Background: an optimization exercise with open tools, aiming at small area and a short achievable clock period. Do not read the settings as production practice. Where RTL was checked, it was by simulation tests only, not by an equivalence proof against the original.

==> inputs of indigo <==
==> flow/design.v (excerpt) <==
module NOAA_Module( CLK, RESET, MODE, TN, SAMPLE, DONE, AVG_SD );
Settings: LEC_CHECK=0, CAP_MARGIN=20, CORE_MARGIN=2, CORE_UTILIZATION=40, SLEW_MARGIN=20; clock period 250.0 ns.
run.sh (not shown) runs the stock make flow with config.mk's settings and CLKGATE_MAP_FILE= SYNTH_SCRIPT=/design/flow/synth_recipe.tcl, a recipe that flattens the netlist after the stock synthesis.
==> violet: changes against indigo <==
- CAP_MARGIN: 20 -> 10
- CORE_UTILIZATION: 40 -> 65
- PLACE_DENSITY: default -> 0.75
- SLEW_MARGIN: 20 -> 10
==> summary.txt <==
Timing
  – Worst Max-Slew Pin Slew: 1220 ps

Final layout
  – Layout buffer count excluding clock buffers: 79
  – Signal buf overhead: 0.0203

Placed design
  – Post-placement cell area: 31,600 um2

Floorplanning
  – Core area: 46,600 um2

Worst setup path
  – CP bufs+invs: 30

Drt
  – Post-Route WL: 75.5 mm

Status
  – Status: complete, no violations

Hold path
  – WHS Endpoint: win[3][0]

Clock network
  – Clk Latency, worst-skew pair: 580 ps
(the above is from violet)
==> summary.txt <==
Drt
  – Post-Route WL: 74.9 mm

Hold path
  – WHS Endpoint: win[4][2]

Placed design
  – Post-placement cell area: 32,200 um2

Status
  – Status: complete, no violations

Final layout
  – Signal buf overhead: 0.0230
  – Layout buffer count excluding clock buffers: 92

Timing
  – Worst Max-Slew Pin Slew: 1000 ps

Floorplanning
  – Core area: 75,800 um2

Worst setup path
  – CP bufs+invs: 32

Clock network
  – Clk Latency, worst-skew pair: 570 ps
(the above is from indigo)


==> inputs of branch juniper <==
NOAA_Module, a different RTL version from the one above (not shown whole).
export LEC_CHECK = 0
export ABC_AREA = 1
export CAP_MARGIN = 20
export CORE_MARGIN = 2
export CORE_UTILIZATION = 40
export SLEW_MARGIN = 20
create_clock -name core_clock -period 250.0 [get_ports {CLK}]
standard.sh (not shown) runs the stock make flow with config.mk's settings and CLKGATE_MAP_FILE= SYNTH_SCRIPT=/design/flow/synth_recipe.tcl, a recipe that flattens the netlist after the stock synthesis.
==> flow/flow/run.sh <==
#!/bin/bash
# Standard synthesis and layout; the layout's timing repair aims at a setup
# slack of 192 ns at the design's clock period (250 ns), i.e. it sizes and
# buffers the slowest paths towards an achieved period of 58 ns.
set -euo pipefail
bash standard.sh synth > synth.log 2>&1
bash standard.sh SETUP_SLACK_MARGIN=192 finish > layout.log 2>&1
==> branch sierra: changes against branch juniper <==
==> flow/run.sh (new file) <==
#!/bin/bash
# synth_recipe.tcl (not shown) runs the flow's synth.tcl, then flattens the netlist and writes it again
# the make line also repeats each setting of config.mk as NAME=value (left out here)
make -C /OpenROAD-flow-scripts/flow DESIGN_CONFIG=/design/flow/config.mk WORK_HOME=/design/flow/orfs CLKGATE_MAP_FILE= SYNTH_SCRIPT=/design/flow/synth_recipe.tcl finish
removed: flow/flow/run.sh
removed: flow/standard.sh
==> branch umber: changes against branch juniper <==
==> flow/flow/run.sh (replaced) <==
#!/bin/bash
# Standard synthesis and layout; the layout's timing repair aims at a setup
# slack of 188 ns at the design's clock period (250 ns), i.e. it sizes and
# buffers the slowest paths towards an achieved period of 62 ns.
set -euo pipefail
bash standard.sh synth > synth.log 2>&1
bash standard.sh SETUP_SLACK_MARGIN=188 finish > layout.log 2>&1
==> comparison table <==
|  | branch juniper | branch sierra | branch umber |
|---|---|---|---|
| Status | complete, no violations | complete, no violations | complete, no violations |
| Area of all placed cells without fillers | 41,700 um^2 | 36,500 um^2 | 38,800 um^2 |
| Hpwl dp | 74,900 um | 75,900 um | 74,700 um |
| Setup slack on the worst flop-to-flop path | 193.78 ns | 175.28 ns | 190.93 ns |
| Count of fill cells added during filler insertion | 8,093 | 8,598 | 8,302 |
| Worst hold endpoint | win[2][9]$_DFF_P_ | win[10][11]$_DFF_P_ | win[5][4]$_DFF_P_ |
| Cell Count, Final, Fillers Out | 5,531 | 5,235 | 5,400 |
| Global-route wire length before repair | 157,000 um | 154,000 um | 156,000 um |
| Detailed-route wire length on metal 1 | 41,200 um | 40,400 um | 41,400 um |
| Antenna violations before repair | 2 | 1 | 1 |
| Number of buffers inserted during clock tree synthesis | 24 | 25 | 25 |
| Data arrival time of the critical path | 60.84 ns | 75.12 ns | 61.79 ns |
| WL final | 102,000 um | 95,200 um | 98,200 um |
| Start point of the critical path | TN[1] | n[2]$_DFF_PP0_ | TN[1] |
| Number of gates resized after CTS | 222 | 0 | 123 |
| Gpl congestion | 0.992 | 0.972 | 0.963 |
| Final-layout clock buffer total | 30 | 31 | 33 |
| Number of buffer and inverter stages on the critical path | 17 | 99 | 16 |
| Post-CTS setup buffers | 177 | 0 | 55 |
| Buffers excl. clock | 377 | 80 | 246 |
| Clock-pin slew reported for the worst setup and hold paths after clock tree synthesis | 0.07 ns | 0.06 ns | 0.06 ns |
| Storage element area | 5360 um^2 | 5360 um^2 | 5360 um^2 |
| Setup repair after global routing missed its margin | true | false | false |


==> inputs of run a <==
NOAA_Module, a different RTL version from the one above (not shown whole).
export LEC_CHECK = 0
export CAP_MARGIN = 20
export CORE_MARGIN = 2
export CORE_UTILIZATION = 40
export SLEW_MARGIN = 20
create_clock -name core_clock -period 250.0 [get_ports {CLK}]
==> flow/flow/run.sh <==
#!/bin/bash
# Standard synthesis and layout; the layout's timing repair aims at a setup
# slack of 183 ns at the design's clock period (250 ns), i.e. it sizes and
# buffers the slowest paths towards an achieved period of 67 ns.
set -euo pipefail
bash standard.sh synth > synth.log 2>&1
bash standard.sh SETUP_SLACK_MARGIN=183 finish > layout.log 2>&1
==> inputs of run b, as changes to run a <==
==> flow/flow/run.sh (replaced) <==
#!/bin/bash
# Standard synthesis and layout; the layout's timing repair aims at a setup
# slack of 187 ns at the design's clock period (250 ns), i.e. it sizes and
# buffers the slowest paths towards an achieved period of 63 ns.
set -euo pipefail
bash standard.sh synth > synth.log 2>&1
bash standard.sh SETUP_SLACK_MARGIN=187 finish > layout.log 2>&1
==> comparison table <==
                                                                             run a            run b
Detailed-route wire length                                               112000 um        115000 um
Critical path peak fanout                                                        7                5
Layout fillers                                                                8581             8405
DRT met1 WL                                                               45500 um         47000 um
Ratio of final minimum period to clock period                                26.5%            26.5%
Length of routed met2 wiring                                              52100 um         52900 um
Layout Cells excl Fill                                                        5196             5255
Worst relative slew slack                                                    18.7%            30.8%
Worst reg2reg path depth                                                       288              284
Repair and plain buffers                                                       202              250
Crit path to                                                       ar_r[1]$_DFF_P_  ar_r[3]$_DFF_P_
Status                                            no timing/DRC/antenna violations  no timing/DRC/antenna violations
Actual transition at the worst max-transition pin                          1.21 ns          1.04 ns
Final worst setup slack                                                  183.67 ns        183.72 ns
Multi-input gate share of total cell area                                    69.6%            69.3%
Fraction of final layout cells with drive strength greater than 1            12.2%            17.0%
WP depth                                                                        77               74
No run of this note included a check of the RTL's function; only the layout flow was run.


==> run R <==
NOAA_Module, a different RTL version from the one above (not shown whole).
Settings: LEC_CHECK=0, CAP_MARGIN=20, CORE_MARGIN=2, CORE_UTILIZATION=40, SLEW_MARGIN=20; clock period 250.0 ns.
run.sh (not shown) runs the stock make flow with config.mk's settings and CLKGATE_MAP_FILE= SYNTH_SCRIPT=/design/flow/synth_recipe.tcl, a recipe that flattens the netlist after the stock synthesis.
Stock flow here: none of the scripts above is used.
==> run C: changes against run R <==
==> flow/flow/run.sh (new file) <==
#!/bin/bash
# Standard synthesis and layout; the layout's timing repair aims at a setup
# slack of 195 ns at the design's clock period (250 ns), i.e. it sizes and
# buffers the slowest paths towards an achieved period of 55 ns.
set -euo pipefail
bash standard.sh synth > synth.log 2>&1
bash standard.sh SETUP_SLACK_MARGIN=195 finish > layout.log 2>&1
==> flow/standard.sh (new file) <==
#!/bin/bash
# synth_recipe.tcl (not shown) runs the flow's synth.tcl, then flattens the netlist and writes it again
# the make line also repeats each setting of config.mk as NAME=value (left out here)
make -C /OpenROAD-flow-scripts/flow DESIGN_CONFIG=/design/flow/config.mk WORK_HOME=/design/flow/orfs CLKGATE_MAP_FILE= SYNTH_SCRIPT=/design/flow/synth_recipe.tcl "${@:-finish}"
removed: flow/run.sh
==> run Z: changes against run R <==
==> flow/flow/run.sh (new file) <==
#!/bin/bash
# Standard synthesis and layout; the layout's timing repair aims at a setup
# slack of 185 ns at the design's clock period (250 ns), i.e. it sizes and
# buffers the slowest paths towards an achieved period of 65 ns.
set -euo pipefail
bash standard.sh synth > synth.log 2>&1
bash standard.sh SETUP_SLACK_MARGIN=185 finish > layout.log 2>&1
==> flow/standard.sh (new file) <==
#!/bin/bash
# synth_recipe.tcl (not shown) runs the flow's synth.tcl, then flattens the netlist and writes it again
# the make line also repeats each setting of config.mk as NAME=value (left out here)
make -C /OpenROAD-flow-scripts/flow DESIGN_CONFIG=/design/flow/config.mk WORK_HOME=/design/flow/orfs CLKGATE_MAP_FILE= SYNTH_SCRIPT=/design/flow/synth_recipe.tcl "${@:-finish}"
removed: flow/run.sh
==> run P: changes against run R <==
==> flow/flow/run.sh (new file) <==
#!/bin/bash
# Standard synthesis and layout; the layout's timing repair aims at a setup
# slack of 175 ns at the design's clock period (250 ns), i.e. it sizes and
# buffers the slowest paths towards an achieved period of 75 ns.
set -euo pipefail
bash standard.sh synth > synth.log 2>&1
bash standard.sh SETUP_SLACK_MARGIN=175 finish > layout.log 2>&1
==> flow/standard.sh (new file) <==
#!/bin/bash
# synth_recipe.tcl (not shown) runs the flow's synth.tcl, then flattens the netlist and writes it again
# the make line also repeats each setting of config.mk as NAME=value (left out here)
make -C /OpenROAD-flow-scripts/flow DESIGN_CONFIG=/design/flow/config.mk WORK_HOME=/design/flow/orfs CLKGATE_MAP_FILE= SYNTH_SCRIPT=/design/flow/synth_recipe.tcl "${@:-finish}"
removed: flow/run.sh
==> comparison <==
- Fmax, highest first: run C, run Z, run P, run R.
- Of run C and run P, run C has the higher utilization (gap 7.4 points).
- Worst hold slack: run P is higher than run Z (0.010 ns).
- Of run C and run R, run C has the higher via count (gap 9.2%, measured against run R).
- In run P the first-iteration DRC count is lower than in run Z, by about 8%.
- Critical path depth: run P is lower than run R (204).
- In run Z the clock skew is higher than in run C, by 0.014 ns.

[what the ideal ports hide]
No port has a modelled driver above. Below, the same layouts with a new extraction and two added sets of constraints. Step 1 assumes that a clkbuf_16 drives the clock port and a buf_2 every other input. Step 2 times the ports against the registers' clock, not the clock port: input delays grow and output delays shrink by t, the midpoint of the rising clock arrivals with the driver on. a / b / c = ideal ports / drivers / drivers and shift; a / b = the first two.
run | t, ns | setup slack, ns | worst setup path at the end
indigo | 0.630 | 156.005 / 156.005 / 156.005 | register to register
violet | 0.637 | 155.341 / 155.341 / 155.341 | register to register
branch juniper | 0.597 | 189.607 / 189.628 / 189.031 | input to register
branch sierra | 0.590 | 175.275 / 175.275 / 175.275 | register to register
branch umber | 0.599 | 188.657 / 188.687 / 188.088 | input to register
run a | 0.605 | 183.669 / 183.657 / 183.052 | input to register
run b | 0.622 | 183.716 / 183.729 / 183.107 | input to register
run R | 0.623 | 172.859 / 172.859 / 172.859 | register to register
run C | 0.620 | 182.738 / 182.733 / 182.113 | input to register
run Z | 0.621 | 182.638 / 182.673 / 182.052 | input to register
run P | 0.622 | 177.749 / 177.783 / 177.161 | input to register
After both steps setup and hold are still met in every run listed. For run C, which loses most, drivers alone change the setup slack by -0.005 ns; drivers and shift together by -0.625 ns.
